This is an optimization exercise on Yosys and OpenROAD, whose aim is small area, not a production implementation. In this exercise RTL edits were held to simulation tests only and were not proved equivalent to the original. No driver is modelled on the clock port, so clock power and skew are understated where the tree is cut down; a real chip needs a root buffer or a tree. Power and IR drop assume default switching activity.

==> design/flow/design.v <==
module apb_inv (input a, output y);
  assign y = ~a;
endmodule
module apb_nand2 (input a, input b, output y);
  assign y = ~(a & b);
endmodule
module apb_aoi2 (input [1:0] a, input [1:0] r, output y);
  assign y = ~|(a & r);
endmodule
module apb_aoi3 (input [2:0] a, input [2:0] r, output y);
  assign y = ~|(a & r);
endmodule
module apb_o21ai (input a1, input a2, input b, output y);
  assign y = ~((a1 | a2) & b);
endmodule
module apb_o221ai (input a1, input a2, input b1, input b2, input c, output y);
  assign y = ~((a1 | a2) & (b1 | b2) & c);
endmodule
module apb_o22a (input a1, input a2, input b1, input b2, output y);
  assign y = (a1 | a2) & (b1 | b2);
endmodule
module apb_o211ai (input a1, input a2, input b, input c, output y);
  assign y = ~((a1 | a2) & b & c);
endmodule
module apb_hold (input en, input en_n, input d, input q, output y);
  assign y = (en & d) | (en_n & q);
endmodule
module apb_holds (input en, input en_n, input rst, input d, input q, output y);
  assign y = (en & d) | (en_n & q) | rst;
endmodule
module apb_holdn (input en_b, input en_n, input d, input q, output y);
  assign y = (~en_b & ~d) | (en_n & q);
endmodule
module top
  (
    input               pclk,
    input               presetn,
    input   [31:0]      paddr,
    input   [31:0]      pwdata,
    input               psel,
    input               pwrite,
    input               penable,
    output  [31:0]      prdata
  );
  localparam [31:0] RV1 = 32'h5A5A_5555;
  localparam [31:0] RV2 = 32'h1234_9876;
  localparam [31:0] RV3 = 32'hA5A5_0000;
  localparam [31:0] RV4 = 32'h0000_FFFF;
  reg [3:0]  cntrl;
  reg [31:0] s1, s2, s3, s4;    
  reg [4:0]  selq_n;
  wire base_ok = ~|paddr[31:5] & ~|paddr[1:0];
  wire [4:0] hit;
  assign hit[0] = base_ok & (paddr[4:2] == 3'd0);
  assign hit[1] = base_ok & (paddr[4:2] == 3'd1);
  assign hit[2] = base_ok & (paddr[4:2] == 3'd2);
  assign hit[3] = base_ok & (paddr[4:2] == 3'd3);
  assign hit[4] = base_ok & (paddr[4:2] == 3'd4);
  wire wr = psel & penable & pwrite;
  wire [4:1] en_b = ~({4{wr & presetn}} & hit[4:1]);
  wire rst = ~presetn;
  wire [4:1] h_n = ~({4{presetn}} & ~({4{wr}} & hit[4:1]));
  wire [4:1] en, en_n;
  wire [4:0] a, an;
  assign a[0] = ~selq_n[0];
  wire ce   = presetn & wr & hit[0];
  wire ce_n = presetn & ~(wr & hit[0]);
  wire [3:0]  nxc;
  wire [31:0] nx1, nx2, nx3, nx4;
  always @(posedge pclk) begin
    selq_n <= ~hit;
    cntrl  <= nxc;
    s1 <= nx1;
    s2 <= nx2;
    s3 <= nx3;
    s4 <= nx4;
  end
  apb_inv u_en1  (.a(en_b[1]), .y(en[1]));
  apb_inv u_enn1 (.a(h_n[1]), .y(en_n[1]));
  apb_inv u_a1   (.a(selq_n[1]), .y(a[1]));
  apb_inv u_en2  (.a(en_b[2]), .y(en[2]));
  apb_inv u_enn2 (.a(h_n[2]), .y(en_n[2]));
  apb_inv u_a2   (.a(selq_n[2]), .y(a[2]));
  apb_inv u_en3  (.a(en_b[3]), .y(en[3]));
  apb_inv u_enn3 (.a(h_n[3]), .y(en_n[3]));
  apb_inv u_a3   (.a(selq_n[3]), .y(a[3]));
  apb_inv u_en4  (.a(en_b[4]), .y(en[4]));
  apb_inv u_enn4 (.a(h_n[4]), .y(en_n[4]));
  apb_inv u_a4   (.a(selq_n[4]), .y(a[4]));
  assign an = selq_n;
  apb_hold u_hc0 (.en(ce), .en_n(ce_n), .d(pwdata[0]), .q(cntrl[0]), .y(nxc[0]));
  apb_hold u_hc1 (.en(ce), .en_n(ce_n), .d(pwdata[1]), .q(cntrl[1]), .y(nxc[1]));
  apb_hold u_hc2 (.en(ce), .en_n(ce_n), .d(pwdata[2]), .q(cntrl[2]), .y(nxc[2]));
  apb_hold u_hc3 (.en(ce), .en_n(ce_n), .d(pwdata[3]), .q(cntrl[3]), .y(nxc[3]));
  apb_holdn u_h1_0 (.en_b(en_b[1]), .en_n(en_n[1]), .d(pwdata[0]), .q(s1[0]), .y(nx1[0]));
  apb_hold  u_h1_1 (.en(en[1]), .en_n(en_n[1]), .d(pwdata[1]), .q(s1[1]), .y(nx1[1]));
  apb_holdn u_h1_2 (.en_b(en_b[1]), .en_n(en_n[1]), .d(pwdata[2]), .q(s1[2]), .y(nx1[2]));
  apb_hold  u_h1_3 (.en(en[1]), .en_n(en_n[1]), .d(pwdata[3]), .q(s1[3]), .y(nx1[3]));
  apb_holdn u_h1_4 (.en_b(en_b[1]), .en_n(en_n[1]), .d(pwdata[4]), .q(s1[4]), .y(nx1[4]));
  apb_hold  u_h1_5 (.en(en[1]), .en_n(en_n[1]), .d(pwdata[5]), .q(s1[5]), .y(nx1[5]));
  apb_holdn u_h1_6 (.en_b(en_b[1]), .en_n(en_n[1]), .d(pwdata[6]), .q(s1[6]), .y(nx1[6]));
  apb_hold  u_h1_7 (.en(en[1]), .en_n(en_n[1]), .d(pwdata[7]), .q(s1[7]), .y(nx1[7]));
  apb_holdn u_h1_8 (.en_b(en_b[1]), .en_n(en_n[1]), .d(pwdata[8]), .q(s1[8]), .y(nx1[8]));
  apb_hold  u_h1_9 (.en(en[1]), .en_n(en_n[1]), .d(pwdata[9]), .q(s1[9]), .y(nx1[9]));
  apb_holdn u_h1_10 (.en_b(en_b[1]), .en_n(en_n[1]), .d(pwdata[10]), .q(s1[10]), .y(nx1[10]));
  apb_hold  u_h1_11 (.en(en[1]), .en_n(en_n[1]), .d(pwdata[11]), .q(s1[11]), .y(nx1[11]));
  apb_holdn u_h1_12 (.en_b(en_b[1]), .en_n(en_n[1]), .d(pwdata[12]), .q(s1[12]), .y(nx1[12]));
  apb_hold  u_h1_13 (.en(en[1]), .en_n(en_n[1]), .d(pwdata[13]), .q(s1[13]), .y(nx1[13]));
  apb_holdn u_h1_14 (.en_b(en_b[1]), .en_n(en_n[1]), .d(pwdata[14]), .q(s1[14]), .y(nx1[14]));
  apb_hold  u_h1_15 (.en(en[1]), .en_n(en_n[1]), .d(pwdata[15]), .q(s1[15]), .y(nx1[15]));
  apb_hold  u_h1_16 (.en(en[1]), .en_n(en_n[1]), .d(pwdata[16]), .q(s1[16]), .y(nx1[16]));
  apb_holdn u_h1_17 (.en_b(en_b[1]), .en_n(en_n[1]), .d(pwdata[17]), .q(s1[17]), .y(nx1[17]));
  apb_hold  u_h1_18 (.en(en[1]), .en_n(en_n[1]), .d(pwdata[18]), .q(s1[18]), .y(nx1[18]));
  apb_holdn u_h1_19 (.en_b(en_b[1]), .en_n(en_n[1]), .d(pwdata[19]), .q(s1[19]), .y(nx1[19]));
  apb_holdn u_h1_20 (.en_b(en_b[1]), .en_n(en_n[1]), .d(pwdata[20]), .q(s1[20]), .y(nx1[20]));
  apb_hold  u_h1_21 (.en(en[1]), .en_n(en_n[1]), .d(pwdata[21]), .q(s1[21]), .y(nx1[21]));
  apb_holdn u_h1_22 (.en_b(en_b[1]), .en_n(en_n[1]), .d(pwdata[22]), .q(s1[22]), .y(nx1[22]));
  apb_hold  u_h1_23 (.en(en[1]), .en_n(en_n[1]), .d(pwdata[23]), .q(s1[23]), .y(nx1[23]));
  apb_hold  u_h1_24 (.en(en[1]), .en_n(en_n[1]), .d(pwdata[24]), .q(s1[24]), .y(nx1[24]));
  apb_holdn u_h1_25 (.en_b(en_b[1]), .en_n(en_n[1]), .d(pwdata[25]), .q(s1[25]), .y(nx1[25]));
  apb_hold  u_h1_26 (.en(en[1]), .en_n(en_n[1]), .d(pwdata[26]), .q(s1[26]), .y(nx1[26]));
  apb_holdn u_h1_27 (.en_b(en_b[1]), .en_n(en_n[1]), .d(pwdata[27]), .q(s1[27]), .y(nx1[27]));
  apb_holdn u_h1_28 (.en_b(en_b[1]), .en_n(en_n[1]), .d(pwdata[28]), .q(s1[28]), .y(nx1[28]));
  apb_hold  u_h1_29 (.en(en[1]), .en_n(en_n[1]), .d(pwdata[29]), .q(s1[29]), .y(nx1[29]));
  apb_holdn u_h1_30 (.en_b(en_b[1]), .en_n(en_n[1]), .d(pwdata[30]), .q(s1[30]), .y(nx1[30]));
  apb_hold  u_h1_31 (.en(en[1]), .en_n(en_n[1]), .d(pwdata[31]), .q(s1[31]), .y(nx1[31]));
  apb_hold  u_h2_0 (.en(en[2]), .en_n(en_n[2]), .d(pwdata[0]), .q(s2[0]), .y(nx2[0]));
  apb_holdn u_h2_1 (.en_b(en_b[2]), .en_n(en_n[2]), .d(pwdata[1]), .q(s2[1]), .y(nx2[1]));
  apb_holdn u_h2_2 (.en_b(en_b[2]), .en_n(en_n[2]), .d(pwdata[2]), .q(s2[2]), .y(nx2[2]));
  apb_hold  u_h2_3 (.en(en[2]), .en_n(en_n[2]), .d(pwdata[3]), .q(s2[3]), .y(nx2[3]));
  apb_holdn u_h2_4 (.en_b(en_b[2]), .en_n(en_n[2]), .d(pwdata[4]), .q(s2[4]), .y(nx2[4]));
  apb_holdn u_h2_5 (.en_b(en_b[2]), .en_n(en_n[2]), .d(pwdata[5]), .q(s2[5]), .y(nx2[5]));
  apb_holdn u_h2_6 (.en_b(en_b[2]), .en_n(en_n[2]), .d(pwdata[6]), .q(s2[6]), .y(nx2[6]));
  apb_hold  u_h2_7 (.en(en[2]), .en_n(en_n[2]), .d(pwdata[7]), .q(s2[7]), .y(nx2[7]));
  apb_hold  u_h2_8 (.en(en[2]), .en_n(en_n[2]), .d(pwdata[8]), .q(s2[8]), .y(nx2[8]));
  apb_hold  u_h2_9 (.en(en[2]), .en_n(en_n[2]), .d(pwdata[9]), .q(s2[9]), .y(nx2[9]));
  apb_hold  u_h2_10 (.en(en[2]), .en_n(en_n[2]), .d(pwdata[10]), .q(s2[10]), .y(nx2[10]));
  apb_holdn u_h2_11 (.en_b(en_b[2]), .en_n(en_n[2]), .d(pwdata[11]), .q(s2[11]), .y(nx2[11]));
  apb_holdn u_h2_12 (.en_b(en_b[2]), .en_n(en_n[2]), .d(pwdata[12]), .q(s2[12]), .y(nx2[12]));
  apb_hold  u_h2_13 (.en(en[2]), .en_n(en_n[2]), .d(pwdata[13]), .q(s2[13]), .y(nx2[13]));
  apb_hold  u_h2_14 (.en(en[2]), .en_n(en_n[2]), .d(pwdata[14]), .q(s2[14]), .y(nx2[14]));
  apb_holdn u_h2_15 (.en_b(en_b[2]), .en_n(en_n[2]), .d(pwdata[15]), .q(s2[15]), .y(nx2[15]));
  apb_hold  u_h2_16 (.en(en[2]), .en_n(en_n[2]), .d(pwdata[16]), .q(s2[16]), .y(nx2[16]));
  apb_hold  u_h2_17 (.en(en[2]), .en_n(en_n[2]), .d(pwdata[17]), .q(s2[17]), .y(nx2[17]));
  apb_holdn u_h2_18 (.en_b(en_b[2]), .en_n(en_n[2]), .d(pwdata[18]), .q(s2[18]), .y(nx2[18]));
  apb_hold  u_h2_19 (.en(en[2]), .en_n(en_n[2]), .d(pwdata[19]), .q(s2[19]), .y(nx2[19]));
  apb_holdn u_h2_20 (.en_b(en_b[2]), .en_n(en_n[2]), .d(pwdata[20]), .q(s2[20]), .y(nx2[20]));
  apb_holdn u_h2_21 (.en_b(en_b[2]), .en_n(en_n[2]), .d(pwdata[21]), .q(s2[21]), .y(nx2[21]));
  apb_hold  u_h2_22 (.en(en[2]), .en_n(en_n[2]), .d(pwdata[22]), .q(s2[22]), .y(nx2[22]));
  apb_hold  u_h2_23 (.en(en[2]), .en_n(en_n[2]), .d(pwdata[23]), .q(s2[23]), .y(nx2[23]));
  apb_hold  u_h2_24 (.en(en[2]), .en_n(en_n[2]), .d(pwdata[24]), .q(s2[24]), .y(nx2[24]));
  apb_holdn u_h2_25 (.en_b(en_b[2]), .en_n(en_n[2]), .d(pwdata[25]), .q(s2[25]), .y(nx2[25]));
  apb_hold  u_h2_26 (.en(en[2]), .en_n(en_n[2]), .d(pwdata[26]), .q(s2[26]), .y(nx2[26]));
  apb_hold  u_h2_27 (.en(en[2]), .en_n(en_n[2]), .d(pwdata[27]), .q(s2[27]), .y(nx2[27]));
  apb_holdn u_h2_28 (.en_b(en_b[2]), .en_n(en_n[2]), .d(pwdata[28]), .q(s2[28]), .y(nx2[28]));
  apb_hold  u_h2_29 (.en(en[2]), .en_n(en_n[2]), .d(pwdata[29]), .q(s2[29]), .y(nx2[29]));
  apb_hold  u_h2_30 (.en(en[2]), .en_n(en_n[2]), .d(pwdata[30]), .q(s2[30]), .y(nx2[30]));
  apb_hold  u_h2_31 (.en(en[2]), .en_n(en_n[2]), .d(pwdata[31]), .q(s2[31]), .y(nx2[31]));
  apb_hold  u_h3_0 (.en(en[3]), .en_n(en_n[3]), .d(pwdata[0]), .q(s3[0]), .y(nx3[0]));
  apb_hold  u_h3_1 (.en(en[3]), .en_n(en_n[3]), .d(pwdata[1]), .q(s3[1]), .y(nx3[1]));
  apb_hold  u_h3_2 (.en(en[3]), .en_n(en_n[3]), .d(pwdata[2]), .q(s3[2]), .y(nx3[2]));
  apb_hold  u_h3_3 (.en(en[3]), .en_n(en_n[3]), .d(pwdata[3]), .q(s3[3]), .y(nx3[3]));
  apb_hold  u_h3_4 (.en(en[3]), .en_n(en_n[3]), .d(pwdata[4]), .q(s3[4]), .y(nx3[4]));
  apb_hold  u_h3_5 (.en(en[3]), .en_n(en_n[3]), .d(pwdata[5]), .q(s3[5]), .y(nx3[5]));
  apb_hold  u_h3_6 (.en(en[3]), .en_n(en_n[3]), .d(pwdata[6]), .q(s3[6]), .y(nx3[6]));
  apb_hold  u_h3_7 (.en(en[3]), .en_n(en_n[3]), .d(pwdata[7]), .q(s3[7]), .y(nx3[7]));
  apb_hold  u_h3_8 (.en(en[3]), .en_n(en_n[3]), .d(pwdata[8]), .q(s3[8]), .y(nx3[8]));
  apb_hold  u_h3_9 (.en(en[3]), .en_n(en_n[3]), .d(pwdata[9]), .q(s3[9]), .y(nx3[9]));
  apb_hold  u_h3_10 (.en(en[3]), .en_n(en_n[3]), .d(pwdata[10]), .q(s3[10]), .y(nx3[10]));
  apb_hold  u_h3_11 (.en(en[3]), .en_n(en_n[3]), .d(pwdata[11]), .q(s3[11]), .y(nx3[11]));
  apb_hold  u_h3_12 (.en(en[3]), .en_n(en_n[3]), .d(pwdata[12]), .q(s3[12]), .y(nx3[12]));
  apb_hold  u_h3_13 (.en(en[3]), .en_n(en_n[3]), .d(pwdata[13]), .q(s3[13]), .y(nx3[13]));
  apb_hold  u_h3_14 (.en(en[3]), .en_n(en_n[3]), .d(pwdata[14]), .q(s3[14]), .y(nx3[14]));
  apb_hold  u_h3_15 (.en(en[3]), .en_n(en_n[3]), .d(pwdata[15]), .q(s3[15]), .y(nx3[15]));
  apb_holdn u_h3_16 (.en_b(en_b[3]), .en_n(en_n[3]), .d(pwdata[16]), .q(s3[16]), .y(nx3[16]));
  apb_hold  u_h3_17 (.en(en[3]), .en_n(en_n[3]), .d(pwdata[17]), .q(s3[17]), .y(nx3[17]));
  apb_holdn u_h3_18 (.en_b(en_b[3]), .en_n(en_n[3]), .d(pwdata[18]), .q(s3[18]), .y(nx3[18]));
  apb_hold  u_h3_19 (.en(en[3]), .en_n(en_n[3]), .d(pwdata[19]), .q(s3[19]), .y(nx3[19]));
  apb_hold  u_h3_20 (.en(en[3]), .en_n(en_n[3]), .d(pwdata[20]), .q(s3[20]), .y(nx3[20]));
  apb_holdn u_h3_21 (.en_b(en_b[3]), .en_n(en_n[3]), .d(pwdata[21]), .q(s3[21]), .y(nx3[21]));
  apb_hold  u_h3_22 (.en(en[3]), .en_n(en_n[3]), .d(pwdata[22]), .q(s3[22]), .y(nx3[22]));
  apb_holdn u_h3_23 (.en_b(en_b[3]), .en_n(en_n[3]), .d(pwdata[23]), .q(s3[23]), .y(nx3[23]));
  apb_holdn u_h3_24 (.en_b(en_b[3]), .en_n(en_n[3]), .d(pwdata[24]), .q(s3[24]), .y(nx3[24]));
  apb_hold  u_h3_25 (.en(en[3]), .en_n(en_n[3]), .d(pwdata[25]), .q(s3[25]), .y(nx3[25]));
  apb_holdn u_h3_26 (.en_b(en_b[3]), .en_n(en_n[3]), .d(pwdata[26]), .q(s3[26]), .y(nx3[26]));
  apb_hold  u_h3_27 (.en(en[3]), .en_n(en_n[3]), .d(pwdata[27]), .q(s3[27]), .y(nx3[27]));
  apb_hold  u_h3_28 (.en(en[3]), .en_n(en_n[3]), .d(pwdata[28]), .q(s3[28]), .y(nx3[28]));
  apb_holdn u_h3_29 (.en_b(en_b[3]), .en_n(en_n[3]), .d(pwdata[29]), .q(s3[29]), .y(nx3[29]));
  apb_hold  u_h3_30 (.en(en[3]), .en_n(en_n[3]), .d(pwdata[30]), .q(s3[30]), .y(nx3[30]));
  apb_holdn u_h3_31 (.en_b(en_b[3]), .en_n(en_n[3]), .d(pwdata[31]), .q(s3[31]), .y(nx3[31]));
  apb_holdn u_h4_0 (.en_b(en_b[4]), .en_n(en_n[4]), .d(pwdata[0]), .q(s4[0]), .y(nx4[0]));
  apb_holdn u_h4_1 (.en_b(en_b[4]), .en_n(en_n[4]), .d(pwdata[1]), .q(s4[1]), .y(nx4[1]));
  apb_holds u_h4_2 (.en(en[4]), .en_n(en_n[4]), .rst(rst), .d(pwdata[2]), .q(s4[2]), .y(nx4[2]));
  apb_holdn u_h4_3 (.en_b(en_b[4]), .en_n(en_n[4]), .d(pwdata[3]), .q(s4[3]), .y(nx4[3]));
  apb_holds u_h4_4 (.en(en[4]), .en_n(en_n[4]), .rst(rst), .d(pwdata[4]), .q(s4[4]), .y(nx4[4]));
  apb_holdn u_h4_5 (.en_b(en_b[4]), .en_n(en_n[4]), .d(pwdata[5]), .q(s4[5]), .y(nx4[5]));
  apb_holds u_h4_6 (.en(en[4]), .en_n(en_n[4]), .rst(rst), .d(pwdata[6]), .q(s4[6]), .y(nx4[6]));
  apb_holdn u_h4_7 (.en_b(en_b[4]), .en_n(en_n[4]), .d(pwdata[7]), .q(s4[7]), .y(nx4[7]));
  apb_holdn u_h4_8 (.en_b(en_b[4]), .en_n(en_n[4]), .d(pwdata[8]), .q(s4[8]), .y(nx4[8]));
  apb_holdn u_h4_9 (.en_b(en_b[4]), .en_n(en_n[4]), .d(pwdata[9]), .q(s4[9]), .y(nx4[9]));
  apb_holdn u_h4_10 (.en_b(en_b[4]), .en_n(en_n[4]), .d(pwdata[10]), .q(s4[10]), .y(nx4[10]));
  apb_holdn u_h4_11 (.en_b(en_b[4]), .en_n(en_n[4]), .d(pwdata[11]), .q(s4[11]), .y(nx4[11]));
  apb_holds u_h4_12 (.en(en[4]), .en_n(en_n[4]), .rst(rst), .d(pwdata[12]), .q(s4[12]), .y(nx4[12]));
  apb_holdn u_h4_13 (.en_b(en_b[4]), .en_n(en_n[4]), .d(pwdata[13]), .q(s4[13]), .y(nx4[13]));
  apb_holdn u_h4_14 (.en_b(en_b[4]), .en_n(en_n[4]), .d(pwdata[14]), .q(s4[14]), .y(nx4[14]));
  apb_holdn u_h4_15 (.en_b(en_b[4]), .en_n(en_n[4]), .d(pwdata[15]), .q(s4[15]), .y(nx4[15]));
  apb_hold  u_h4_16 (.en(en[4]), .en_n(en_n[4]), .d(pwdata[16]), .q(s4[16]), .y(nx4[16]));
  apb_hold  u_h4_17 (.en(en[4]), .en_n(en_n[4]), .d(pwdata[17]), .q(s4[17]), .y(nx4[17]));
  apb_hold  u_h4_18 (.en(en[4]), .en_n(en_n[4]), .d(pwdata[18]), .q(s4[18]), .y(nx4[18]));
  apb_hold  u_h4_19 (.en(en[4]), .en_n(en_n[4]), .d(pwdata[19]), .q(s4[19]), .y(nx4[19]));
  apb_hold  u_h4_20 (.en(en[4]), .en_n(en_n[4]), .d(pwdata[20]), .q(s4[20]), .y(nx4[20]));
  apb_hold  u_h4_21 (.en(en[4]), .en_n(en_n[4]), .d(pwdata[21]), .q(s4[21]), .y(nx4[21]));
  apb_hold  u_h4_22 (.en(en[4]), .en_n(en_n[4]), .d(pwdata[22]), .q(s4[22]), .y(nx4[22]));
  apb_hold  u_h4_23 (.en(en[4]), .en_n(en_n[4]), .d(pwdata[23]), .q(s4[23]), .y(nx4[23]));
  apb_hold  u_h4_24 (.en(en[4]), .en_n(en_n[4]), .d(pwdata[24]), .q(s4[24]), .y(nx4[24]));
  apb_hold  u_h4_25 (.en(en[4]), .en_n(en_n[4]), .d(pwdata[25]), .q(s4[25]), .y(nx4[25]));
  apb_hold  u_h4_26 (.en(en[4]), .en_n(en_n[4]), .d(pwdata[26]), .q(s4[26]), .y(nx4[26]));
  apb_hold  u_h4_27 (.en(en[4]), .en_n(en_n[4]), .d(pwdata[27]), .q(s4[27]), .y(nx4[27]));
  apb_hold  u_h4_28 (.en(en[4]), .en_n(en_n[4]), .d(pwdata[28]), .q(s4[28]), .y(nx4[28]));
  apb_hold  u_h4_29 (.en(en[4]), .en_n(en_n[4]), .d(pwdata[29]), .q(s4[29]), .y(nx4[29]));
  apb_hold  u_h4_30 (.en(en[4]), .en_n(en_n[4]), .d(pwdata[30]), .q(s4[30]), .y(nx4[30]));
  apb_hold  u_h4_31 (.en(en[4]), .en_n(en_n[4]), .d(pwdata[31]), .q(s4[31]), .y(nx4[31]));
  wire r0p;
  apb_aoi3  u_r0p (.a({a[0], a[2], a[3]}), .r({cntrl[0], s2[0], s3[0]}), .y(r0p));
  apb_o221ai u_r0 (.a1(an[1]), .a2(s1[0]), .b1(an[4]), .b2(s4[0]), .c(r0p), .y(prdata[0]));
  wire r1p;
  apb_aoi3  u_r1p (.a({a[0], a[1], a[3]}), .r({cntrl[1], s1[1], s3[1]}), .y(r1p));
  apb_o221ai u_r1 (.a1(an[2]), .a2(s2[1]), .b1(an[4]), .b2(s4[1]), .c(r1p), .y(prdata[1]));
  wire r2p;
  apb_aoi3  u_r2p (.a({a[0], a[3], a[4]}), .r({cntrl[2], s3[2], s4[2]}), .y(r2p));
  apb_o221ai u_r2 (.a1(an[1]), .a2(s1[2]), .b1(an[2]), .b2(s2[2]), .c(r2p), .y(prdata[2]));
  wire r3p, r3q;
  apb_aoi3  u_r3p (.a({a[0], a[1], a[2]}), .r({cntrl[3], s1[3], s2[3]}), .y(r3p));
  apb_nand2 u_r3q (.a(a[3]), .b(s3[3]), .y(r3q));
  apb_o211ai u_r3 (.a1(an[4]), .a2(s4[3]), .b(r3p), .c(r3q), .y(prdata[3]));
  wire r4p;
  apb_aoi2  u_r4p (.a({a[3], a[4]}), .r({s3[4], s4[4]}), .y(r4p));
  apb_o221ai u_r4 (.a1(an[1]), .a2(s1[4]), .b1(an[2]), .b2(s2[4]), .c(r4p), .y(prdata[4]));
  wire r5p;
  apb_aoi2  u_r5p (.a({a[1], a[3]}), .r({s1[5], s3[5]}), .y(r5p));
  apb_o221ai u_r5 (.a1(an[2]), .a2(s2[5]), .b1(an[4]), .b2(s4[5]), .c(r5p), .y(prdata[5]));
  wire r6p;
  apb_aoi2  u_r6p (.a({a[3], a[4]}), .r({s3[6], s4[6]}), .y(r6p));
  apb_o221ai u_r6 (.a1(an[1]), .a2(s1[6]), .b1(an[2]), .b2(s2[6]), .c(r6p), .y(prdata[6]));
  wire r7p;
  apb_aoi3  u_r7p (.a({a[1], a[2], a[3]}), .r({s1[7], s2[7], s3[7]}), .y(r7p));
  apb_o21ai u_r7 (.a1(an[4]), .a2(s4[7]), .b(r7p), .y(prdata[7]));
  wire r8p;
  apb_aoi2  u_r8p (.a({a[2], a[3]}), .r({s2[8], s3[8]}), .y(r8p));
  apb_o221ai u_r8 (.a1(an[1]), .a2(s1[8]), .b1(an[4]), .b2(s4[8]), .c(r8p), .y(prdata[8]));
  wire r9p;
  apb_aoi3  u_r9p (.a({a[1], a[2], a[3]}), .r({s1[9], s2[9], s3[9]}), .y(r9p));
  apb_o21ai u_r9 (.a1(an[4]), .a2(s4[9]), .b(r9p), .y(prdata[9]));
  wire r10p;
  apb_aoi2  u_r10p (.a({a[2], a[3]}), .r({s2[10], s3[10]}), .y(r10p));
  apb_o221ai u_r10 (.a1(an[1]), .a2(s1[10]), .b1(an[4]), .b2(s4[10]), .c(r10p), .y(prdata[10]));
  wire r11p;
  apb_aoi2  u_r11p (.a({a[1], a[3]}), .r({s1[11], s3[11]}), .y(r11p));
  apb_o221ai u_r11 (.a1(an[2]), .a2(s2[11]), .b1(an[4]), .b2(s4[11]), .c(r11p), .y(prdata[11]));
  wire r12p;
  apb_aoi2  u_r12p (.a({a[3], a[4]}), .r({s3[12], s4[12]}), .y(r12p));
  apb_o221ai u_r12 (.a1(an[1]), .a2(s1[12]), .b1(an[2]), .b2(s2[12]), .c(r12p), .y(prdata[12]));
  wire r13p;
  apb_aoi3  u_r13p (.a({a[1], a[2], a[3]}), .r({s1[13], s2[13], s3[13]}), .y(r13p));
  apb_o21ai u_r13 (.a1(an[4]), .a2(s4[13]), .b(r13p), .y(prdata[13]));
  wire r14p;
  apb_aoi2  u_r14p (.a({a[2], a[3]}), .r({s2[14], s3[14]}), .y(r14p));
  apb_o221ai u_r14 (.a1(an[1]), .a2(s1[14]), .b1(an[4]), .b2(s4[14]), .c(r14p), .y(prdata[14]));
  wire r15p;
  apb_aoi2  u_r15p (.a({a[1], a[3]}), .r({s1[15], s3[15]}), .y(r15p));
  apb_o221ai u_r15 (.a1(an[2]), .a2(s2[15]), .b1(an[4]), .b2(s4[15]), .c(r15p), .y(prdata[15]));
  wire r16p;
  apb_aoi3  u_r16p (.a({a[1], a[2], a[4]}), .r({s1[16], s2[16], s4[16]}), .y(r16p));
  apb_o21ai u_r16 (.a1(an[3]), .a2(s3[16]), .b(r16p), .y(prdata[16]));
  wire r17p;
  apb_aoi3  u_r17p (.a({a[2], a[3], a[4]}), .r({s2[17], s3[17], s4[17]}), .y(r17p));
  apb_o21ai u_r17 (.a1(an[1]), .a2(s1[17]), .b(r17p), .y(prdata[17]));
  wire r18p;
  apb_aoi2  u_r18p (.a({a[1], a[4]}), .r({s1[18], s4[18]}), .y(r18p));
  apb_o221ai u_r18 (.a1(an[2]), .a2(s2[18]), .b1(an[3]), .b2(s3[18]), .c(r18p), .y(prdata[18]));
  wire r19p;
  apb_aoi3  u_r19p (.a({a[2], a[3], a[4]}), .r({s2[19], s3[19], s4[19]}), .y(r19p));
  apb_o21ai u_r19 (.a1(an[1]), .a2(s1[19]), .b(r19p), .y(prdata[19]));
  wire r20p;
  apb_aoi2  u_r20p (.a({a[3], a[4]}), .r({s3[20], s4[20]}), .y(r20p));
  apb_o221ai u_r20 (.a1(an[1]), .a2(s1[20]), .b1(an[2]), .b2(s2[20]), .c(r20p), .y(prdata[20]));
  wire r21p;
  apb_aoi2  u_r21p (.a({a[1], a[4]}), .r({s1[21], s4[21]}), .y(r21p));
  apb_o221ai u_r21 (.a1(an[2]), .a2(s2[21]), .b1(an[3]), .b2(s3[21]), .c(r21p), .y(prdata[21]));
  wire r22p;
  apb_aoi3  u_r22p (.a({a[2], a[3], a[4]}), .r({s2[22], s3[22], s4[22]}), .y(r22p));
  apb_o21ai u_r22 (.a1(an[1]), .a2(s1[22]), .b(r22p), .y(prdata[22]));
  wire r23p;
  apb_aoi3  u_r23p (.a({a[1], a[2], a[4]}), .r({s1[23], s2[23], s4[23]}), .y(r23p));
  apb_o21ai u_r23 (.a1(an[3]), .a2(s3[23]), .b(r23p), .y(prdata[23]));
  wire r24p;
  apb_aoi3  u_r24p (.a({a[1], a[2], a[4]}), .r({s1[24], s2[24], s4[24]}), .y(r24p));
  apb_o21ai u_r24 (.a1(an[3]), .a2(s3[24]), .b(r24p), .y(prdata[24]));
  wire r25p;
  apb_aoi2  u_r25p (.a({a[3], a[4]}), .r({s3[25], s4[25]}), .y(r25p));
  apb_o221ai u_r25 (.a1(an[1]), .a2(s1[25]), .b1(an[2]), .b2(s2[25]), .c(r25p), .y(prdata[25]));
  wire r26p;
  apb_aoi3  u_r26p (.a({a[1], a[2], a[4]}), .r({s1[26], s2[26], s4[26]}), .y(r26p));
  apb_o21ai u_r26 (.a1(an[3]), .a2(s3[26]), .b(r26p), .y(prdata[26]));
  wire r27p;
  apb_aoi3  u_r27p (.a({a[2], a[3], a[4]}), .r({s2[27], s3[27], s4[27]}), .y(r27p));
  apb_o21ai u_r27 (.a1(an[1]), .a2(s1[27]), .b(r27p), .y(prdata[27]));
  wire r28p;
  apb_aoi2  u_r28p (.a({a[3], a[4]}), .r({s3[28], s4[28]}), .y(r28p));
  apb_o221ai u_r28 (.a1(an[1]), .a2(s1[28]), .b1(an[2]), .b2(s2[28]), .c(r28p), .y(prdata[28]));
  wire r29p;
  apb_aoi3  u_r29p (.a({a[1], a[2], a[4]}), .r({s1[29], s2[29], s4[29]}), .y(r29p));
  apb_o21ai u_r29 (.a1(an[3]), .a2(s3[29]), .b(r29p), .y(prdata[29]));
  wire r30p;
  apb_aoi3  u_r30p (.a({a[2], a[3], a[4]}), .r({s2[30], s3[30], s4[30]}), .y(r30p));
  apb_o21ai u_r30 (.a1(an[1]), .a2(s1[30]), .b(r30p), .y(prdata[30]));
  wire r31p;
  apb_aoi3  u_r31p (.a({a[1], a[2], a[4]}), .r({s1[31], s2[31], s4[31]}), .y(r31p));
  apb_o21ai u_r31 (.a1(an[3]), .a2(s3[31]), .b(r31p), .y(prdata[31]));
endmodule
==> design/flow/flow/run.sh <==
#!/bin/bash
# Standard ORFS layout with these changes: ABC maps for area with
# flow/area.abc (registers untouched), ports are buffered with the smallest
# buffer, CTS inserts no dummy loads and uses small buffers, and after CTS a
# clock tree is rebuilt as a root and eight leaf buffers (flow/post_cts.tcl).
set -euo pipefail
export AREA_ABC_SCRIPT="$PWD/flow/area.abc"
export BUFFER_PORTS_ARGS="-buffer_cell sky130_fd_sc_hd__buf_1"
export CTS_ARGS="-sink_clustering_enable -repair_clock_nets -dont_use_dummy_load -buf_list sky130_fd_sc_hd__clkbuf_4"
export POST_CTS_TCL="$PWD/flow/post_cts.tcl"
bash standard.sh "SYNTH_SCRIPT=$PWD/flow/synth.tcl" "BUFFER_PORTS_ARGS=$BUFFER_PORTS_ARGS" \
  "CTS_ARGS=$CTS_ARGS" "POST_CTS_TCL=$POST_CTS_TCL" finish > standard_flow.log 2>&1
==> design/flow/flow/area.abc <==
strash
&get -n
&dch
&nf -R 1000
&put
mfs2
strash
&get -n
&dch
&nf -R 1000
&put
==> design/flow/flow/clock_tree.tcl <==
# Replace the clock tree by a two-level tree: one root buffer fed by the
# clock port, driving NB leaf buffers, each driving the flops of one region.
proc rebuild_clock_tree { nc nr leaf_cell root_cell } {
  set block [ord::get_db_block]
  set clk_port_net [$block findNet pclk]
  # 1. Tear down the existing tree: every sink back onto the port net.
  set bufs {}
  foreach inst [$block getInsts] {
    if { [string match "sky130_fd_sc_hd__clkbuf_*" [[$inst getMaster] getName]] } { lappend bufs $inst }
  }
  foreach inst $bufs {
    set onet [[$inst findITerm X] getNet]
    foreach it [$onet getITerms] {
      if { [$it getInst] == $inst } continue
      $it disconnect
      $it connect $clk_port_net
    }
    odb::dbInst_destroy $inst
    odb::dbNet_destroy $onet
  }
  # 2. Sinks with their locations.
  set sinks {}
  foreach it [$clk_port_net getITerms] {
    set inst [$it getInst]
    set bb [$inst getBBox]
    lappend sinks [list [$inst getName]/[[$it getMTerm] getName] [expr {([$bb xMin]+[$bb xMax])/2}] [expr {([$bb yMin]+[$bb yMax])/2}]]
  }
  # 3. Regions: nc columns by x, each split into nr rows by y, equal counts.
  set groups {}
  set s [lsort -integer -index 1 $sinks]
  set L [llength $s]
  for {set c 0} {$c < $nc} {incr c} {
    set col [lsort -integer -index 2 [lrange $s [expr {$c*$L/$nc}] [expr {($c+1)*$L/$nc - 1}]]]
    set M [llength $col]
    for {set r 0} {$r < $nr} {incr r} {
      lappend groups [lrange $col [expr {$r*$M/$nr}] [expr {($r+1)*$M/$nr - 1}]]
    }
  }
  # 4. Leaf buffers at the centroid of their region.
  set i 0
  set leaves {}
  foreach g $groups {
    set sx 0; set sy 0; set pl {}
    foreach e $g { lassign $e p x y; set sx [expr {$sx+$x}]; set sy [expr {$sy+$y}]; lappend pl [get_pins $p] }
    set n [llength $g]
    set cx [expr {$sx/$n/1000.0}]; set cy [expr {$sy/$n/1000.0}]
    insert_buffer -buffer_cell $leaf_cell -net pclk -load_pins $pl -location [list $cx $cy] -buffer_name clkbuf_leaf_$i -net_name clknet_leaf_$i
    incr i
  }
  # 5. Root buffer at the centroid of the leaves, fed by the port.
  set sx 0; set sy 0
  foreach it [$clk_port_net getITerms] {
    set inst [$it getInst]
    lappend leaves [get_pins [$inst getName]/[[$it getMTerm] getName]]
    set bb [$inst getBBox]
    set sx [expr {$sx + ([$bb xMin]+[$bb xMax])/2}]; set sy [expr {$sy + ([$bb yMin]+[$bb yMax])/2}]
  }
  set n [llength $leaves]
  insert_buffer -buffer_cell $root_cell -net pclk -load_pins $leaves -location [list [expr {$sx/$n/1000.0}] [expr {$sy/$n/1000.0}]] -buffer_name clkbuf_root -net_name clknet_root
  foreach net [$block getNets] {
    if { [string match clknet_* [$net getName]] } { $net setSigType CLOCK }
  }
  $clk_port_net setSigType CLOCK
}
==> design/flow/flow/post_cts.tcl <==
# After CTS: the clock tree is rebuilt as two levels, one root buffer fed by
# the clock port driving eight leaf buffers, each of which drives the
# flip-flops of one region of the core (flow/clock_tree.tcl). A leaf whose
# flip-flops see a slow clock edge is then swapped for a larger buffer.
source [file join [file dirname [info script]] clock_tree.tcl]
rebuild_clock_tree 2 4 sky130_fd_sc_hd__clkbuf_8 sky130_fd_sc_hd__clkbuf_4
detailed_placement
set_propagated_clock [all_clocks]
estimate_parasitics -placement
set n_up 0
foreach inst [get_cells clkbuf_leaf_*] {
  set worst 0
  foreach out [get_pins -of_objects $inst -filter "direction==output"] {
    foreach p [get_pins -of_objects [get_nets -of_objects $out] -filter "direction==input"] {
      if { [get_property $p is_register_clock] ne "1" } { continue }
      set s [get_property $p slew_max]
      if { $s > $worst } { set worst $s }
    }
  }
  puts "post_cts: [get_full_name $inst] sink slew $worst"
  if { $worst > 0.112 } {
    puts "post_cts: [get_full_name $inst] using clkbuf_16"
    replace_cell $inst sky130_fd_sc_hd__clkbuf_16
    incr n_up
  }
}
puts "post_cts: upsized $n_up clock buffers"
if { $n_up > 0 } {
  detailed_placement
  estimate_parasitics -placement
}
check_placement -verbose
report_clock_skew
==> design/flow/flow/synth.tcl <==
proc synth {args} { yosys synth -nofsm -noshare {*}$args }
# Same as synth_recipe.tcl, except that ABC maps with flow/area.abc, and the
# inverters of apb_inv are sized up (below).
proc abc {args} {
  set i [lsearch -exact $args -script]
  if { $i >= 0 } {
    set args [lreplace $args [expr {$i + 1}] [expr {$i + 1}] $::env(AREA_ABC_SCRIPT)]
  }
  yosys abc {*}$args
}
source $::env(SCRIPTS_DIR)/synth.tcl
# The inverters of apb_inv drive a whole register's enables or read selects:
# give them the double-strength inverter, which has the same area.
chtype -set sky130_fd_sc_hd__inv_2 apb_inv/t:sky130_fd_sc_hd__clkinv_1 apb_inv/t:sky130_fd_sc_hd__inv_1
# left out here: clear keep_hierarchy, flatten, clean up, hide names made inside functions, write 1_2_yosys.v
==> design/flow/standard.sh <==
#!/bin/bash
# synth_recipe.tcl (not shown) runs the flow's synth.tcl, then flattens the netlist and writes it again
# the make line also repeats each setting of config.mk as NAME=value (left out here)
make -C /OpenROAD-flow-scripts/flow DESIGN_CONFIG=/design/flow/config.mk WORK_HOME=/design/flow/orfs CLKGATE_MAP_FILE= SYNTH_SCRIPT=/design/flow/synth_recipe.tcl "${@:-finish}"
==> design/flow/config.mk <==
export PLATFORM = sky130hd
export DESIGN_NAME = top
export DESIGN_NICKNAME = top
export VERILOG_FILES = /design/flow/design.v
export SDC_FILE = /design/flow/constraint.sdc
export NUM_CORES = 4
export LEC_CHECK = 0
export ABC_AREA = 1
export CAP_MARGIN = 20
export CORE_MARGIN = 2
export CORE_UTILIZATION = 40
export GPL_TIMING_DRIVEN = 0
export SLEW_MARGIN = 20
export SYNTH_HIERARCHICAL = 1
==> design/flow/constraint.sdc <==
create_clock -name core_clock -period 5.0 [get_ports {pclk}]
set_input_delay 1.0000 -clock core_clock [delete_from_list [all_inputs] [get_ports {pclk}]]
set_output_delay 1.0000 -clock core_clock [all_outputs]
set_load 0.01 [all_outputs]
==> results of run 1 <==
-- flip-flops by register name, summed over array words and instances (netlist names) --
| signal | cells |
|---|---|
| s3 | 32 |
| s1 | 32 |
| selq_n | 5 |
| s4 | 32 |
| s2 | 32 |
| cntrl | 4 |
-- synthesized netlist by cell type (all sizes together) (2+ instances only) --
cell type / instances / area share (%)
nor4: 7 / 0.95
nand2: 51 / 4.1
o21ai: 67 / 7.2
a221o: 4 / 0.86
dfxtp: 137 / 59
nand3: 4 / 0.43
nand3b: 2 / 0.32
a22o: 79 / 15
a222oi: 18 / 3.9
o221ai: 17 / 3.2
a22oi: 14 / 2.3
nor2: 2 / 0.16
or3: 4 / 0.54
clkinv: 14 / 1.1
nor3: 2 / 0.22
-- per-layer routing --
metal	share of wire [%]	global-route usage (%)	up-vias	routed length, um
met1	41	35.4	2006	5550
met3	12	3.97	24	1630
met2	46	36.5	313	6220
met5	0	0	-	0
met4	1.8	9.22	0	252
li1	-	-	1906	-
-- modules after synthesis (local to each module, per instance) --
module      copies in the design  cell area (um2)  flip-flops and latches
top                            1             2910                     137
apb_aoi3                      18             10.0                       0
apb_holds                      4             10.0                       0
apb_hold                      79             8.76                       0
apb_holdn                     49             8.76                       0
apb_o221ai                    17             8.76                       0
apb_aoi2                      14             7.51                       0
apb_o211ai                     1             7.51                       0
apb_o21ai                     14             5.00                       0
apb_inv                       12             3.75                       0
apb_nand2                      1             3.75                       0
-- cell type report, without the clock buffers --
class                   count  area share (%)
diodes                      1          0.0472
well taps                 143            3.37
flip-flops and latches    137            51.7
multi-input cells         274            34.6
inverters                  14           0.991
repair buffers            100            7.08
-- metrics by stage --
step | instances | utilization, % | hold WS (ns) | setup WS, ns | cell area, um2
floorplan | 425 | - | 0.420 | 2.06 | 4630
global placement | 668 | 45.6 | 0.428 | 1.21 | 5180
detailed placement | 668 | 45.6 | 0.437 | 1.13 | 5180
global route | 678 | 46.6 | 0.490 | 1.31 | 5300
finish | 678 | 46.6 | 0.459 | 1.49 | 5300
-- power by group through the flow --
stage	Combinational, mW	Clock (mW)	Sequential [mW]
floorplan	0.0175	0	1.12
global placement	0.0586	0	1.12
detailed placement	0.0603	0	1.12
global route	0.0660	0.524	1.09
finish	0.0609	0.466	1.09
-- kinds of logic after synthesis --
family | count (synthesis) | synth area share [%]
AOI/OAI and AO/OA | 200 | 32.6
and+or+nand+nor | 74 | 7.03
DFF | 137 | 59.2
buffers and inverters | 14 | 1.14
-- final timing paths --
check,startpoint,end,cells after the start
max,selq_n[2],prdata[30],4
min,s4[7],s4[7],2
max reg2reg,s4[12],s4[12],1
min reg2reg,s4[7],s4[7],2
==> flow_metrics.tcl, run 1 <==
set metrics [dict create \
    crit_family "flip-flops" \
    critPathMaxStageDelay_ns 0.85 \
    fin_setup_tns_ns 0 \
    clock-skew-final_ns 0 \
    setup_violations 0 \
    drc 0 \
    report.final.slew_viol_count 0 \
    die_h_um 112 \
    synthArstFlopShare_pct 0 \
    drv_cap 0 \
    hold_path_class "flip-flop to flip-flop" \
    place.gp.congestion 0.741 \
    ff2ff_setup_slack_ns 4.26 \
    cp.required_ns 4.00 \
    grt_pass1_vias 3878 \
    cellPowerDensity_nw_per_um2 306 \
    pwr-share-seq_pct 67.5 \
    ys_ff_latch 137 \
    path_cells "inv_2 > a222oi_1 > o21ai_0 > buf_1" \
    grt_max_degree 33 \
    end_kind "output port" \
    worst_pin_slew_ns 0.801 \
    synth-edff-count 0 \
    fin_crit_ns 3.51 \
    register_area_um2 2740 \
    outcome "no timing/DRC/antenna violations" \
    p_sw_share_pct 22.2 \
    numPortBuffers 100 \
    p_switching_uw 360 \
    ys_seq_area_share_pct 59.2 \
    die_w_um 112 \
    cp.arrival_ns 2.51 \
    syn-cell-area_um2 4630 \
    fin_nets 605 \
    grt_remaining_overflow 0 \
    core_um2 11400 \
    drt_iter0_markers 677 \
    intPower_mw 1.26 \
    ys_types 18 \
    grtUsageTotal_pct 24.4 \
    syn_avg_cell_area_um2 10.9 \
    relSlewSlack_pct 46.5 \
    path_buf_inv 2 \
    final_antenna_net_count 0 \
    vias 4249 \
    final_common_cell "dfxtp_1" \
    start_kind "flip-flop" \
    n_fill_cell 1102 \
    syn_nets 494 \
    p_total_mw 1.62 \
    wirelength_um 13700 \
    yosysWarnings 7 \
    die_area_um2 12500 \
    dr.pass1.iters 12 \
    grt_pass1_wl_um 20700 \
    hold_viol 0 \
    initial_utilization_pct 40.7 \
    leakagePower_nw 1.86 \
    final_cell_mix "dfxtp_1 (137), buf_1 (100), a22o_1 (79), o21ai_0 (67), nand2_1 (51)" \
    multi_input_area_um2 1830 \
    synthCells 425 \
    timing.setup.critical_path_class "flip-flop to output port" \
    numClockSinks 137 \
    synth-main-ff-cell "dfxtp_1" \
    clk_pin_slew_ns 0.10 \
    rows 39 \
    path_max_fanout 19 \
    area_growth_pct 14.6 \
    antenna_found_initial 1 \
    p_comb_share_pct 3.8 \
    wl_per_cell_um 20.1 \
    hpwl_um 7990 \
    clkPwrFrac_pct 28.8 \
    drive_above_1_share_pct 3.93 \
    fmax_ghz 0.285 \
    period_share_pct 70.1 \
    vdd_drop_max_mv 0.119 \
    crit_path_top_delay_cell "dfxtp_1" \
    clock_latency_ns 0.47 \
    ioPinCount 101 \
    grt_setup_unrepaired "false" \
    avgViaCountPerCell 6.27 \
]
==> inputs of run 2 (changes only) <==
--- a/design/flow/flow/run.sh
+++ b/design/flow/flow/run.sh
@@ -1,8 +1,9 @@
 #!/bin/bash
 # Standard ORFS layout with these changes: ABC maps for area with
 # flow/area.abc (registers untouched), ports are buffered with the smallest
-# buffer, CTS inserts no dummy loads and uses small buffers, and after CTS a
-# clock tree is rebuilt as a root and eight leaf buffers (flow/post_cts.tcl).
+# buffer, and after CTS the clock tree is rebuilt as one root and eight leaf
+# buffers (flow/post_cts.tcl, flow/clock_tree.tcl). Each tool's output goes
+# to standard_flow.log here and to ORFS's own logs under orfs/logs.
 set -euo pipefail
 export AREA_ABC_SCRIPT="$PWD/flow/area.abc"
 export BUFFER_PORTS_ARGS="-buffer_cell sky130_fd_sc_hd__buf_1"
==> flow_metrics.tcl, run 2 <==
set metrics [dict create \
    pwr-share-seq_pct 67.5 \
    intPower_mw 1.26 \
    fin_crit_ns 3.51 \
    final_common_cell "dfxtp_1" \
    p_switching_uw 360 \
    cp.arrival_ns 2.51 \
    setup_violations 0 \
    leakagePower_nw 1.86 \
    fin_nets 605 \
    synth_most_common_cell "dfxtp_1" \
    path_max_fanout 19 \
    drt_iter0_markers 677 \
    grtUsageTotal_pct 24.4 \
    hold_path_class "flip-flop to flip-flop" \
    drt-met1-wl_um 5550 \
    drv_cap 0 \
    drive_above_1_share_pct 3.93 \
    avgViaCountPerCell 6.27 \
    p_sw_share_pct 22.2 \
    outcome "no timing/DRC/antenna violations" \
    grt_max_degree 33 \
    grt_remaining_overflow 0 \
    clkPwrFrac_pct 28.8 \
    synth_common_cells "dfxtp_1 (137), a22o_1 (79), o21ai_0 (67)" \
    hold_viol 0 \
    synth-main-ff-cell "dfxtp_1" \
    timing.setup.critical_path_class "flip-flop to output port" \
    die_area_um2 12500 \
    relSlewSlack_pct 46.5 \
    end_kind "output port" \
    synthArstFlopShare_pct 0 \
    ys_seq_area_share_pct 59.2 \
    yosys.area.top_type "dfxtp_1" \
    wl_met2_um 6220 \
    synth-edff-count 0 \
    start_kind "flip-flop" \
    syn-cell-area_um2 4630 \
    period_share_pct 70.1 \
    dp.cells 668 \
    wl_per_cell_um 20.1 \
    ioPinCount 101 \
    syn_nets 494 \
    report.final.slew_viol_count 0 \
    antenna_found_initial 1 \
    die_w_um 112 \
    clk_pin_slew_ns 0.10 \
    instances_no_fill 678 \
    path_cells "inv_2 > a222oi_1 > o21ai_0 > buf_1" \
    vdd_drop_max_mv 0.119 \
    n_fill_cell 1102 \
    die_h_um 112 \
    place.gp.congestion 0.741 \
    drc 0 \
    hpwl_um 7990 \
    synthCells 425 \
    clock_latency_ns 0.47 \
    wirelength_um 13700 \
    vias 4249 \
    numClockSinks 137 \
    synth.area.top_cells "dfxtp_1 (59%), a22o_1 (15%), o21ai_0 (7.2%)" \
    fin_setup_tns_ns 0 \
    critPathMaxStageDelay_ns 0.85 \
    clock-skew-final_ns 0 \
    numPortBuffers 100 \
    area_growth_pct 14.6 \
    synth_top_area_share_pct 59.2 \
    dr.pass1.iters 12 \
    final_cell_mix "dfxtp_1 (137), buf_1 (100), a22o_1 (79), o21ai_0 (67), nand2_1 (51)" \
    grt_pass1_vias 3878 \
    grt_setup_unrepaired "false" \
    wl_met3_um 1630 \
    worst_pin_slew_ns 0.801 \
    initial_utilization_pct 40.7 \
    ys_ff_latch 137 \
    crit_path_top_delay_cell "dfxtp_1" \
    yosysWarnings 7 \
    grt_pass1_wl_um 20700 \
    p_comb_share_pct 3.8 \
    fmax_ghz 0.285 \
    syn_avg_cell_area_um2 10.9 \
    top_layer_used "met4" \
    ys_types 18 \
    cellPowerDensity_nw_per_um2 306 \
    final_antenna_net_count 0 \
    cp.required_ns 4.00 \
    rows 39 \
    core_um2 11400 \
]
## run 2: logic make-up (layout without fill, tap and decap cells)
| logic type | after synthesis | after routing | share of synthesized area (%) |
|---|---|---|---|
| other cells | 0 | 1 | 0 |
| flops | 137 | 137 | 59.2 |
| simple gates | 74 | 74 | 7.03 |
| buf+inv | 14 | 123 | 1.14 |
| compound gates | 200 | 200 | 32.6 |
## run 2: routing by layer
metal	global-route usage [%]	vias to the layer above
met2	36.5	313
met3	3.97	24
met4	9.22	0
li1	-	1906
met1	35.4	2006
met5	0	-
## run 2: worst paths after layout
kind	from	endpoint	slack [ns]	depth (start not counted)
hold / removal	s4[7]	s4[7]	0.46	2
hold reg to reg	s4[7]	s4[7]	0.46	2
setup / recovery	selq_n[2]	prdata[30]	1.49	4
setup reg to reg	s4[12]	s4[12]	4.26	1
## run 2: modules after synthesis (local to each module, per instance)
module | cells | area (um2)
apb_hold | 1 | 8.76
apb_holdn | 2 | 8.76
apb_aoi2 | 1 | 7.51
apb_o221ai | 1 | 8.76
apb_o21ai | 1 | 5.00
apb_holds | 1 | 10.0
apb_o211ai | 1 | 7.51
apb_inv | 1 | 3.75
apb_nand2 | 1 | 3.75
apb_aoi3 | 1 | 10.0
top | 167 | 2910
## run 2: worst max-delay path, delay by kind of cell (launching register included)
kind | cells | cell delay (ns)
AO/OA/AOI/OAI | 2 | 0.63
flip-flops | 1 | 0.85
buffers and inverters | 2 | 0.57
## run 2: power by group through the flow
| stage | registers, mW | clock network (mW) | logic, mW |
|---|---|---|---|
| final | 1.09 | 0.466 | 0.0609 |
| after global routing | 1.09 | 0.524 | 0.0660 |
| after detailed placement | 1.12 | 0 | 0.0603 |
| after global placement | 1.12 | 0 | 0.0586 |
| after floorplan | 1.12 | 0 | 0.0175 |
## run 2: cell type report, without the clock buffers
type | instances | area [um2] | area share, %
antenna | 1 | 2.50 | 0.0472
tap | 143 | 179 | 3.37
inverter | 14 | 52.6 | 0.991
multi-input combinational | 274 | 1830 | 34.6
sequential | 137 | 2740 | 51.7
timing repair buffer | 100 | 375 | 7.08
## run 2: per-stage QoR
step | total power [mW] | instance area (um2) | utilization (%) | setup slack, ns | hold WS [ns]
after floorplan | 1.14 | 4630 | - | 2.06 | 0.420
after global placement | 1.18 | 5180 | 45.6 | 1.21 | 0.428
after detailed placement | 1.18 | 5180 | 45.6 | 1.13 | 0.437
after global routing | 1.68 | 5300 | 46.6 | 1.31 | 0.490
final | 1.62 | 5300 | 46.6 | 1.49 | 0.459
==> inputs of run 3 (changes only) <==
--- a/design/flow/config.mk
+++ b/design/flow/config.mk
@@ -7,6 +7,8 @@
 export LEC_CHECK = 0
 export ABC_AREA = 1
 export CAP_MARGIN = 20
+export CELL_PAD_IN_SITES_DETAIL_PLACEMENT = 1
+export CELL_PAD_IN_SITES_GLOBAL_PLACEMENT = 1
 export CORE_MARGIN = 2
 export CORE_UTILIZATION = 40
 export GPL_TIMING_DRIVEN = 0
==> flow_metrics.tcl, run 3 <==
set metrics [dict create \
    ys_types 18 \
    wl_per_cell_um 22.3 \
    final_cell_mix "dfxtp_1 (137), buf_1 (100), a22o_1 (79), o21ai_0 (67), nand2_1 (51)" \
    hold_viol 0 \
    end_kind "output port" \
    grt_remaining_overflow 0 \
    p_total_mw 1.64 \
    hold_path_class "flip-flop to flip-flop" \
    final_core_util_pct 46.7 \
    drc 0 \
    synth_common_cells "dfxtp_1 (137), a22o_1 (79), o21ai_0 (67)" \
    drt_iter0_markers 666 \
    start_kind "flip-flop" \
    relSlewSlack_pct 45.7 \
    grtUsageTotal_pct 27.7 \
    synthCells 425 \
    outcome "no timing/DRC/antenna violations" \
    die_h_um 112 \
    synth_most_common_cell "dfxtp_1" \
    synth-main-ff-cell "dfxtp_1" \
    initial_utilization_pct 40.7 \
    hpwl_um 8930 \
    drive_above_1_share_pct 3.93 \
    yosys.area.top_type "dfxtp_1" \
    clk_pin_slew_ns 0.10 \
    avgViaCountPerCell 6.35 \
    final_common_cell "dfxtp_1" \
    wirelength_um 15100 \
    drv_cap 0 \
    die_area_um2 12500 \
    leakagePower_nw 1.87 \
    area_growth_pct 14.8 \
    fin_nets 605 \
    grt_pass1_wl_um 23800 \
    ioPinCount 101 \
    grt_max_degree 33 \
    clock_latency_ns 0.48 \
    antenna_found_initial 0 \
    syn-cell-area_um2 4630 \
    report.final.slew_viol_count 0 \
    numPortBuffers 100 \
    hold_slack_ns 0.463 \
    grt_setup_unrepaired "false" \
    synth.area.top_cells "dfxtp_1 (59%), a22o_1 (15%), o21ai_0 (7.2%)" \
    timing.setup.critical_path_class "flip-flop to output port" \
    syn_avg_cell_area_um2 10.9 \
    period_share_pct 70.7 \
    clock-skew-final_ns 0 \
    grt_pass1_vias 4466 \
    synth-edff-count 0 \
    syn_nets 494 \
    rows 39 \
    final_antenna_net_count 0 \
    cp.arrival_ns 2.53 \
    place.gp.congestion 0.726 \
    vias 4299 \
    fin_crit_ns 3.53 \
    numClockSinks 137 \
    ys_seq_area_share_pct 59.2 \
    dr.pass1.iters 8 \
    vdd_drop_max_mv 0.221 \
    fin_setup_tns_ns 0 \
    insertedDiodeCount 0 \
    worst_pin_slew_ns 0.813 \
    die_w_um 112 \
    synthArstFlopShare_pct 0 \
    cp.required_ns 4.00 \
    path_max_fanout 19 \
    yosysWarnings 7 \
    synth_top_area_share_pct 59.2 \
    cellPowerDensity_nw_per_um2 310 \
    ys_ff_latch 137 \
    core_um2 11400 \
    setup_violations 0 \
    fmax_ghz 0.283 \
]
==> run 3: cell counts after synthesis <==
No cell type changed its count.
==> run 3: cell families after synthesis <==
logic type      after synthesis  synth area share [%]
buf+inv                      14                  1.14
simple gates                 74                  7.03
flops                       137                  59.2
compound gates              200                  32.6
==> run 3: worst paths after layout <==
kind,startpoint,end,slack [ns],cells after the start
worst max-delay path,selq_n[2],prdata[0],1.47,4
worst min-delay path,s4[3],s4[3],0.46,2
worst max register to register,s4[4],s4[4],4.29,1
worst min register to register,s4[3],s4[3],0.46,2
==> run 3: layout make-up, without the clock buffers <==
cell class	instances	area, um2
flip-flops and latches	137	2740
repair buffers	100	375
well taps	143	179
multi-input cells	274	1830
inverters	14	52.6
fillers	1323	6060
==> run 3: per-stage QoR <==
stage          worst slack, ns  cell area [um2]  cells
2_1_floorplan             2.06             4630    425
3_3_place_gp              1.25             5180    668
3_5_place_dp              1.14             5180    668
5_1_grt                   1.26             5310    677
6_report                  1.47             5310    677
==> run 3: Yosys stat by module, one instance, submodules excluded <==
module | flip-flops and latches | cell area [um2] | cells inside | times used
apb_nand2 | 0 | 3.75 | 1 | 1
apb_o21ai | 0 | 5.00 | 1 | 14
apb_hold | 0 | 8.76 | 1 | 79
apb_aoi2 | 0 | 7.51 | 1 | 14
apb_holds | 0 | 10.0 | 1 | 4
apb_aoi3 | 0 | 10.0 | 1 | 18
apb_o221ai | 0 | 8.76 | 1 | 17
top | 137 | 2910 | 167 | 1
apb_holdn | 0 | 8.76 | 2 | 49
apb_inv | 0 | 3.75 | 1 | 12
apb_o211ai | 0 | 7.51 | 1 | 1
==> run 3: where the power goes <==
part,leakage [nW],total [mW],switching [mW],internal (mW)
sequential,1.10,1.09,0.00124,1.09
clock,0.0673,0.489,0.319,0.169
combinational,0.696,0.0622,0.0461,0.0162
==> run 3: per-layer routing <==
layer / GRT usage (%) / wire length [um]
met4: 9.71 / 311
met1: 38.3 / 6410
met2: 44.8 / 7180
met3: 3.70 / 1200
met5: 0 / 0
==> run 3: critical path, stage by stage, from the launching register on <==
cell      delay (ns)
dfxtp_1         0.86
inv_2           0.41
a222oi_1        0.35
o221ai_1        0.23
buf_1           0.19

afterwards: timing with drivers on the ports:
The flow's constraints put no driver on any port. The routed layouts listed below were extracted and timed again, unchanged, in two steps. Step 1 sets driving cells, clkbuf_16 on the clock port and buf_2 on the other inputs (assumed; they add their load-dependent delay and slew). Step 2 times the ports against the registers' clock, not the clock port: input delays grow and output delays shrink by t, the midpoint of the rising clock arrivals with the driver on. Slacks: ideal / step 1 / step 2; pairs: ideal / step 1.
| run | shift t [ns] | setup WS [ns] | clock arrival spread, ns | worst slew at a driven data input, ns | pins driven straight from the clock port |
|---|---|---|---|---|---|
| run 1 | 0.504 | 1.494 / 1.458 / 1.121 | 0.015 / 0.015 | 0.06 | 1 |
| run 2 | 0.504 | 1.494 / 1.458 / 1.121 | 0.015 / 0.015 | 0.06 | 1 |
| run 3 | 0.506 | 1.466 / 1.433 / 1.155 | 0.022 / 0.021 | 0.06 | 1 |
After both steps every run listed still meets setup and hold.
